Source: an optimization exercise on an open RTL-to-GDS flow (aim: small area). Production flows keep margins and buffers that such runs may drop. Function was checked by simulation only, so behaviour that the tests miss may differ from the original. No activity file was given, so power comes from the tool's default toggle rates.

==> nickel: inputs <==
// menu_frames
module menu_frames
    (
        input clk,
        input rst,
        input [1:0] frame_sel,
        output [18:0] address_write,
        output [11:0] data_write
    );
==> flow/config.mk <==
export PLATFORM = sky130hd
export DESIGN_NAME = menu_frames
export DESIGN_NICKNAME = menu_frames
export VERILOG_FILES = /design/flow/design.v
export SDC_FILE = /design/flow/constraint.sdc
export NUM_CORES = 4
export LEC_CHECK = 0
export CAP_MARGIN = 20
export CORE_MARGIN = 2
export CORE_UTILIZATION = 40
export PLACE_DENSITY = 0.6
export SLEW_MARGIN = 20
==> flow/constraint.sdc <==
create_clock -name core_clock -period 10.0 [get_ports {clk}]
set_input_delay 2.0000 -clock core_clock [delete_from_list [all_inputs] [get_ports {clk}]]
set_output_delay 2.0000 -clock core_clock [all_outputs]
set_load 0.01 [all_outputs]
standard.sh (not shown) runs the stock make flow with config.mk's settings and CLKGATE_MAP_FILE= SYNTH_SCRIPT=/design/flow/synth_recipe.tcl, a recipe that flattens the netlist after the stock synthesis.
==> flow/flow/run.sh <==
#!/bin/bash
# Layout flow: the standard synthesis, then the combinational logic between
# the registers is re-mapped for area with ABC's deepsyn + amap (registers, their
# names and cell types untouched), then the standard flow from floorplan to
# finish. Every tool's output goes to a log_*.txt file in this folder.
set -euo pipefail
HERE=$PWD
R=$HERE/orfs/results/$FLOW_PLATFORM/menu_frames/base
LIB=$FLOW_HOME/platforms/sky130hd/lib/sky130_fd_sc_hd__tt_025C_1v80.lib
T=${REOPT_SECONDS:-50}

bash standard.sh synth > log_standard_synth.txt 2>&1
cp $R/1_2_yosys.v $HERE/standard_1_2_yosys.v

want=$(cat flow/netlist.sha256 2>/dev/null || true)
std_ff=$(grep -c "sky130_fd_sc_hd__dfxtp_1 " $HERE/standard_1_2_yosys.v || true)
cache_ff=$(grep -c "sky130_fd_sc_hd__dfxtp_1 " flow/netlist.v 2>/dev/null || true)
have=$(sha256sum $HERE/standard_1_2_yosys.v | awk '{print $1}')
best=""
if [[ -s flow/netlist.v && "$want" == "$have" && "$std_ff" == "$cache_ff" ]] && ! grep -q "lpflow\|probe" flow/netlist.v; then
  echo "standard netlist $have matches flow/netlist.v" >> log_reopt_choice.txt
  cp flow/netlist.v reopt_cached.v
  best=cached
else
echo "standard netlist $have, flow/netlist.v made from ${want:-none}: re-mapping here" >> log_reopt_choice.txt
# cells marked don't-use on the platform
DU=$(grep -o 'cell *( *"\?sky130_fd_sc_hd__\(probe\|lpflow\)[a-z0-9_]*' $LIB | sed 's/.*(\s*"\?//' | sort -u | sed 's/^/-dont_use /' | tr '\n' ' ')

for wave in "1 2 3 4" "5 6 7 8"; do
pids=()
for s in $wave; do
  tail=flow/map_amap.abc.in
  sed -e "s/@T@/$T/" -e "s/@S@/$s/" -e "s/@S2@/$((s + 10))/" -e "s/@S3@/$((s + 20))/" flow/deep.abc.in $tail > deep_$s.abc
  cat > reopt_$s.ys <<EOY
read_liberty -ignore_miss_func $LIB
read_verilog $HERE/standard_1_2_yosys.v
hierarchy -top $FLOW_TOP
setattr -mod -set keep_hierarchy 1 sky130_fd_sc_hd__dfxtp_1
flatten -noscopeinfo
opt_clean
abc -liberty $LIB $DU -script $HERE/deep_$s.abc
splitnets
opt_clean -purge
hilomap -hicell sky130_fd_sc_hd__conb_1 HI -locell sky130_fd_sc_hd__conb_1 LO
insbuf -buf sky130_fd_sc_hd__buf_1 A X
opt_clean -purge
blackbox sky130_fd_sc_hd__dfxtp_1
tee -o $HERE/reopt_$s.stat stat -liberty $LIB
check
write_verilog -noattr -nohex -nodec $HERE/reopt_$s.v
EOY
  yosys -s reopt_$s.ys > log_reopt_$s.txt 2>&1 &
  pids+=($!)
done
for p in "${pids[@]}"; do wait $p || true; done
done

# sanity bounds: same register count as the standard netlist, and no implausible shrink
std_ff=$(grep -c "sky130_fd_sc_hd__dfxtp_1 " $HERE/standard_1_2_yosys.v || true)
std_area=$(grep -i "chip area for module" orfs/reports/$FLOW_PLATFORM/menu_frames/base/synth_stat.txt | awk '{print $NF}')
echo "standard: $std_ff registers, area $std_area" >> log_reopt_choice.txt
besta=""
for s in 1 2 3 4 5 6 7 8; do
  [[ -s reopt_$s.v && -s reopt_$s.stat ]] || continue
  a=$(grep -i "chip area for module" reopt_$s.stat | awk '{print $NF}')
  ff=$(grep -c "sky130_fd_sc_hd__dfxtp_1 " reopt_$s.v || true)
  echo "seed $s area $a registers $ff" >> log_reopt_choice.txt
  [[ "$ff" == "$std_ff" ]] || continue
  awk "BEGIN{exit !($a > 0.4 * $std_area)}" || continue
  if [[ -z "$besta" ]] || awk "BEGIN{exit !($a < $besta)}"; then best=$s; besta=$a; fi
done
fi
if [[ -n "$best" ]]; then
  echo "using seed $best" >> log_reopt_choice.txt
  cp reopt_$best.v $R/1_2_yosys.v
  rm -f $R/1_synth.odb $R/1_synth.sdc
else
  echo "no re-mapped netlist, keeping the standard one" >> log_reopt_choice.txt
fi

# every port still gets its own buffer, of the smallest buffer cell; the clock
# tree is built of clkbuf_8 only, without a dummy balancing load
export BUFFER_PORTS_ARGS="-buffer_cell sky130_fd_sc_hd__buf_1"
export CTS_ARGS="-sink_clustering_enable -repair_clock_nets -dont_use_dummy_load -buf_list sky130_fd_sc_hd__clkbuf_8 -sink_clustering_size 30 -sink_clustering_max_diameter 200"
bash standard.sh finish > log_standard_finish.txt 2>&1
Other scripts of this flow, unchanged in this note and not shown: flow/flow/deep.abc.in, flow/flow/map_amap.abc.in, flow/flow/netlist.sha256, flow/flow/netlist.v
==> xenon: changes against nickel <==
--- a/flow/config.mk
+++ b/flow/config.mk
@@ -6,7 +6,7 @@
 export NUM_CORES = 4
 export LEC_CHECK = 0
-export CAP_MARGIN = 20
+export CAP_MARGIN = 0
 export CORE_MARGIN = 2
-export CORE_UTILIZATION = 40
-export PLACE_DENSITY = 0.6
-export SLEW_MARGIN = 20
+export CORE_UTILIZATION = 60
+export PLACE_DENSITY = 0.8
+export SLEW_MARGIN = 0
==> run notes <==
nickel finished clean. xenon completed with no timing, DRC or antenna violations. Between xenon and nickel, the lower clock power is in nickel (gap about 2%, measured against nickel). Between nickel and xenon, the lower via count is in nickel (gap about 5%, measured against xenon). In nickel the die area is higher than in xenon, by 47%. In synthesized cell count, nickel and xenon do not differ.

-- re-timing with driven ports --
The flow's constraints put no driver on any port. The routed layouts listed below were extracted and timed again, unchanged, in two steps. Step 1: set_driving_cell puts a clkbuf_16 on clk and a buf_2 on each other input, an assumption about the parent block. Step 2 times the ports against the registers' clock, not the clock port: input delays grow and output delays shrink by t, the midpoint of the rising clock arrivals with the driver on. Three values: ideal ports, drivers, drivers and shift; two values: the first two.
run	t, ns	slack for setup (ns)	clock arrival spread, ns	worst slew at a driven data input, ns	pins driven straight from the clock port
nickel	0.277	2.155 / 2.132 / 2.409	0.012 / 0.011	0.04	1
xenon	0.283	2.084 / 2.061 / 2.344	0.013 / 0.014	0.03	1
After both steps setup and hold are still met in every run listed.
